What follows belongs to an exercise in optimizing a design on an open flow for small area, a short achievable clock period and few clock cycles per item; a production flow would make more cautious choices. No functional check of the RTL was part of any run shown here. Power figures rest on the tool's default switching activity, not on a simulated workload.

## flow/design.v (module list and top-level ports; edited modules follow where they fit)
// module add_sub: 7 lines
// module multi: 1822 lines
// module fa: 4 lines
// module benc: 5 lines
// module x2: 3 lines
// module mj: 3 lines
// module ha: 4 lines
module multi #(parameter N = 32) (a,b,clk,out,load,done);
  // ...
==> flow/run.sh <==
#!/bin/bash
# synth_recipe.tcl (not shown) runs the flow's synth.tcl, then flattens the netlist and writes it again
# the make line also repeats each setting of config.mk as NAME=value (left out here)
make -C /OpenROAD-flow-scripts/flow DESIGN_CONFIG=/design/flow/config.mk WORK_HOME=/design/flow/orfs CLKGATE_MAP_FILE= SYNTH_SCRIPT=/design/flow/synth_recipe.tcl finish
==> flow/config.mk <==
export PLATFORM = sky130hd
export DESIGN_NAME = multi
export DESIGN_NICKNAME = multi
export VERILOG_FILES = /design/flow/design.v
export SDC_FILE = /design/flow/constraint.sdc
export NUM_CORES = 4
export LEC_CHECK = 0
export ABC_AREA = 1
export CAP_MARGIN = 20
export CORE_MARGIN = 2
export CORE_UTILIZATION = 65
export SLEW_MARGIN = 20
export SYNTH_HIERARCHICAL = 1
==> flow/constraint.sdc <==
create_clock -name core_clock -period 4.0 [get_ports {clk}]
set_input_delay 0.8000 -clock core_clock [delete_from_list [all_inputs] [get_ports {clk}]]
set_output_delay 0.8000 -clock core_clock [all_outputs]
set_load 0.01 [all_outputs]
==> results.txt, run 1 <==
The run stopped with a tool error. The run gives 0.655 as the initial core utilization. The global router's overall resource usage is 0.972, and the met1 layer usage reported by global route is 0.930. The complex-gate fraction of the synthesized area is 0.112, and the post-synthesis share of cell area spent on full adders, half adders and majority gates is 0.326. The async set-reset flop share out of synthesis is 0.

The run gives 80 as the floorplan row count. The type of pin the worst path ends at was a register data pin. When the last timing repair stopped, the worst path ended at r[70]$_DFFE_PP_/D. Entering global routing, the biggest net connects 93 pins. The cell area that synthesis handed to floorplanning was 31100 um^2. The cell total after placement came out at 4784. The average footprint of a synthesized cell is 8.15 um^2. In this run, CTS created clock tree buffers numbering 17. The die is 223 um wide.

The top-area cell type share of the netlist area was 0.269. The layer flagged by global routing as most heavily used is met2. The tool reported: "[ERROR GRT-0232] Routing congestion too high. Check the congestion heatmap in the GUI". The run gives 0 as the hold-fix buffer count after cts. The stage where the run came to a stop is global routing (5_1_grt). The H-tree level count was 4. After synthesis, the largest family of logic cells by area is adder cells.

For the number of sinks handled by clock tree synthesis, the log shows 137. The tree is rooted in a sky130_fd_sc_hd__clkbuf_16. The clock passes through at most 2 buffers.

During I/O placement, the number of pins put on the boundary was 131. The xor-xnor portion of the synthesized cell area came out at 0.175. Met3 global-route usage: 0.881. The most instantiated flip-flop cell in the synthesis netlist is sky130_fd_sc_hd__edfxtp_1. The netlist uses 32 different library cells. The post-CTS setup repair buffer count was 106.

The most common cell in the netlist was sky130_fd_sc_hd__inv_1. The number of enable-type register cells in the synthesized netlist is 137. Ranked by instance count, the synthesized netlist is headed by sky130_fd_sc_hd__inv_1 (697), sky130_fd_sc_hd__nand2_1 (668), sky130_fd_sc_hd__xor2_1 (606).

The run gives 1.06 as the final weighted congestion of routability-driven global placement. The post-synthesis share of cell area spent on and, or, nand and nor gates was 0.134. The number of cells produced by synthesis is 3822. By area the synthesized netlist is led by sky130_fd_sc_hd__fa_1 (27%), sky130_fd_sc_hd__xor2_1 (17%), sky130_fd_sc_hd__edfxtp_1 (13%). The largest area contributor in the netlist was sky130_fd_sc_hd__fa_1. Post-cts sizing count: 931. For the yosys synthesis warning count, the log shows 7.

The area after detailed placement is 36000 um^2, and the count of port buffers added during placement is 129.
==> run 2: changes to the inputs <==
--- a/flow/config.mk
+++ b/flow/config.mk
@@ -10,3 +10,3 @@
 export CORE_MARGIN = 2
-export CORE_UTILIZATION = 65
+export CORE_UTILIZATION = 50
 export SLEW_MARGIN = 20
==> results.txt, run 2 <==
The startpoint identified for the worst hold timing path is load. The number of global-route vias before repair was 29061; the top-area cell type share of the netlist area was 0.269 (unchanged). The logs give 137 (unchanged) for the number of sinks handled by clock tree synthesis and 3822 (unchanged) for the number of cells produced by synthesis. Entering global routing, the biggest net connects 76 pins. The number of CTS-inserted buffers came out at 17 (unchanged). Traced cell by cell, the critical path runs through buf_12 -> buf_16 -> buf_4 -> xor2_4 -> inv_6 -> o22ai_1 -> xor2_1 -> fa_2 -> fa_2 -> fa_1 -> fa_2 -> fa_2. The worst hold path terminates at r[115].

Derived from the worst setup path, the maximum achievable clock frequency is 234 MHz. Summed over all nets, the half-perimeter wirelength after detailed placement is 85100 um. The post-synthesis share of cell area spent on and, or, nand and nor gates works out to 0.134 (unchanged).

The run gives 0.489 as the met1 layer usage reported by global route. Setup repair after global routing could not meet its margin everywhere. The wire length of the first global-routing pass is 176000 um. STA classifies the critical path endpoint as a flop.

The global-route congestion overflow total came out at 0. The highest fanout seen on the critical path was 8. The largest registers in the layout are r: 137 flops. In this run the layout check failures are setup timing. The most instantiated flip-flop cell in the synthesis netlist is sky130_fd_sc_hd__edfxtp_1. The count of port buffers added during placement is 129 (unchanged). The commonest cells after synthesis are sky130_fd_sc_hd__inv_1 (697), sky130_fd_sc_hd__nand2_1 (668), sky130_fd_sc_hd__xor2_1 (606). The clock root buffer was sky130_fd_sc_hd__clkbuf_16.

The share of synthesized area spent on multiplexers is 0. The floorplan step set the die height to 254 um. The logs give 0.506 (-0.149) for the initial core utilization and 131000 um for the final wirelength. 0 antenna diodes ended up in the layout. The worst hold path belongs to the class in -> reg. The routed layout has 30802 vias.

At the pin with the least slew margin, the transition time is 671 ps. Cell repeated most along the worst path: sky130_fd_sc_hd__fa_2. After detailed routing, the number of remaining DRC violations is 0. The final max-slew violation count was 0. The run gives 2 (unchanged) as the number of buffers between clock root and the deepest sink. The stage delay of the slowest cell on the critical path is 600 ps, and the number of nets in the layout is 5023.

Ranked by total cell area, the synthesized netlist is headed by sky130_fd_sc_hd__fa_1 (27%), sky130_fd_sc_hd__xor2_1 (17%), sky130_fd_sc_hd__edfxtp_1 (13%). For the met2 demand-to-capacity share in global routing, the log shows 0.562. The category of the worst setup path launch point is an input port. First element of the critical path: b[20]. The logs give 31100 um^2 (unchanged) for the post-synthesis cell area and 0.553 for the worst slew margin relative to its limit. The largest individual stage delay along the critical path comes from the cell sky130_fd_sc_hd__fa_2. Dividing the detail-routed via count by the number of cells gives 5.87. Dividing total power by cell area gives a power density of 957 nW/um^2. The tools report the hold-fix buffer count after cts as 0 (unchanged). The ratio of final minimum period to clock period is 1.07, and the xor-xnor portion of the synthesized cell area is 0.175 (unchanged). The global router's overall resource usage came out at 0.371.

The run finished, with violations left. The initial antenna violation count was 2; the final worst setup slack was -272 ps. Counting flops and latches in the post-synthesis netlist gives 137. For the worst setup path, the data arrival time is 4440 ps. The most flop-heavy register is r. The most used routing layer in global routing was met2. TritonCTS built the clock tree. Across the run, the number of max-cap violations was 0.

The number of flip-flops under the largest register name came out at 137. The die covers 64300 um^2. The worst hold path cell count works out to 1. In the final timing run, aggregate negative setup slack is -4120 ps. Total chip power: 43200 uW. Leaving out fill and tap cells, the most frequent cells in the layout are sky130_fd_sc_hd__nand2_1 (547), sky130_fd_sc_hd__inv_1 (525), sky130_fd_sc_hd__xor2_1 (474).

The data required time at the worst endpoint was 4170 ps; the minimum clock period was 4270 ps. The maximum vdd ir drop was 0.712 mV; the area growth from synthesis to final layout was 45.0%. The total area inside the core boundary comes to 61600 um^2. The logs give 0 for the post-detailed-route count of antenna-violating nets and 32 (unchanged) for the count of different cell masters after synthesis. After synthesis, the largest family of logic cells by area is adder cells.

Setup violations remaining at the end of the flow were counted as 48. The horizontal die dimension is 254 um (+14%). The yosys synthesis warning count was 7 (unchanged). The final standard cell utilization of the core is 0.733. The largest area contributor in the netlist is sky130_fd_sc_hd__fa_1.

The tools report the floorplan row count as 91 (+14%). The post-synthesis share of cell area spent on full adders, half adders and majority gates works out to 0.326 (unchanged). The fraction of layout cells with a size suffix above 1 is 0.396, and the final hold violation count is 0.

The number of enable-type register cells in the synthesized netlist was 137 (unchanged); the met3 global-route usage was 0.101. The run gives 4 (unchanged) as the H-tree level count. The average footprint of a synthesized cell is 8.15 um^2 (unchanged), and the total I/O pin count is 131 (unchanged). The most common library cell in the layout ignoring fill and taps is sky130_fd_sc_hd__nand2_1.

The run gives 0.0208 uW as the leakage power. The area after detailed placement came out at 36700 um^2 (+2.0%). For the cell total after placement, the log shows 5022 (+5.0%). Async set-reset flop share out of synthesis: 0 (unchanged).

After the first detailed-routing iteration, the DRC count stood at 3582. The routed wirelength normalized by instance count was 24.9 um. Post-route cell area: 45200 um^2. The sequential-to-total area share from yosys stat was 0.132; the final cell count without fillers was 5245.

In the post-synthesis netlist, the cell with the most instances is sky130_fd_sc_hd__inv_1. The startpoint-to-endpoint class of the critical path was in -> reg. The complex-gate fraction of the synthesized area came out at 0.112 (unchanged).

The run gives 0.995 (-6.2%) as the final weighted congestion of routability-driven global placement. The iteration count of the initial detailed-routing pass is 5, and the clock transition at the registers of the reported paths is 60 ps.
-- run 2: cell counts after synthesis --
No cell type changed its count.
-- run 2: worst max-delay path by stage --
stage	endpoint	slack, ps
after global placement	r[67]	-1060
after floorplan	r[84]	-20
final	r[55]	-270
after detailed placement	r[76]	-1080
after global routing	r[55]	-260
after CTS	r[70]	-140
-- run 2: cells by family (layout without fill, tap and decap cells) --
kind of cell,after synthesis,count (layout)
compound gates,569,569
xor+xnor,623,623
fa+ha+maj,561,561
buf+inv,931,1506
flops,137,137
other cells,2,13
simple gates,999,999
-- run 2: what timing repair did --
item,4_1_cts,5_1_grt
pin swaps,310,375
buffers inserted,87,57
setup endpoints to repair,140,120
gates resized for setup,877,680
cloned,41,16
-- run 2: layout make-up --
type	instances	area, um^2
clock buffers	19	433
multi-input cells	2765	27900
repair buffers	768	8660
fillers	4289	16400
inverters	707	2850
clock inverters	12	175
well taps	837	1050
flip-flops and latches	137	4110
-- run 2: worst max-delay path: cells and delay by family --
| kind | cells | cell delay (ps) |
|---|---|---|
| compound gates | 1 | 190 |
| xor+xnor | 2 | 510 |
| fa+ha+maj | 5 | 2430 |
| buf+inv | 4 | 500 |
-- run 2: per-layer routing --
metal,part of all wire,vias up
met5,0.00022,-
met4,0.081,4
met3,0.13,616
met2,0.42,2177
met1,0.37,14751
li1,-,13254
-- run 2: metrics by stage --
step	setup WS [ps]	hold WS, ps
5_1_grt	-260	923
3_5_place_dp	-1080	1380
4_1_cts	-142	911
2_1_floorplan	-16.3	899
3_3_place_gp	-1060	1360
6_report	-272	926
-- run 2: power breakdown --
part           internal [uW]  switching [uW]  total [uW]
registers               3690             356        4050
logic                  16200           21300       37500
clock network           1040             623        1660
total                  20900           22300       43200
-- run 2: Yosys stat by module, one instance, submodules excluded --
module	flip-flops and latches	area (um^2)	cells
benc	0	41.3	8
ha	0	12.5	1
fa	0	20.0	1
multi	137	19300	2828

## afterwards: timing with drivers on the ports
In the flow no input, the clock included, has a driving cell. The finished layout below was timed again as built, in two steps.
Step 1 assumes that a clkbuf_16 drives the clock port and a buf_2 every other input.
Step 2 moves the port delays by t, midway between the first and last clock arrival at a register: inputs arrive t later, outputs are due t later. That takes back most of the time a late clock gives input paths.
Three values: no drivers, after step 1, after step 2; two values: the first two.
run: run 2
t, ns: 0.489
setup slack, ns: -0.272 / -0.265 / -0.754
hold WS [ns]: 0.926 / 0.893 / 1.382
latest minus earliest clock arrival (ns): 0.024 / 0.025
The setup slack of run 2 moves by +0.007 ns with the drivers and by -0.482 ns with both steps.
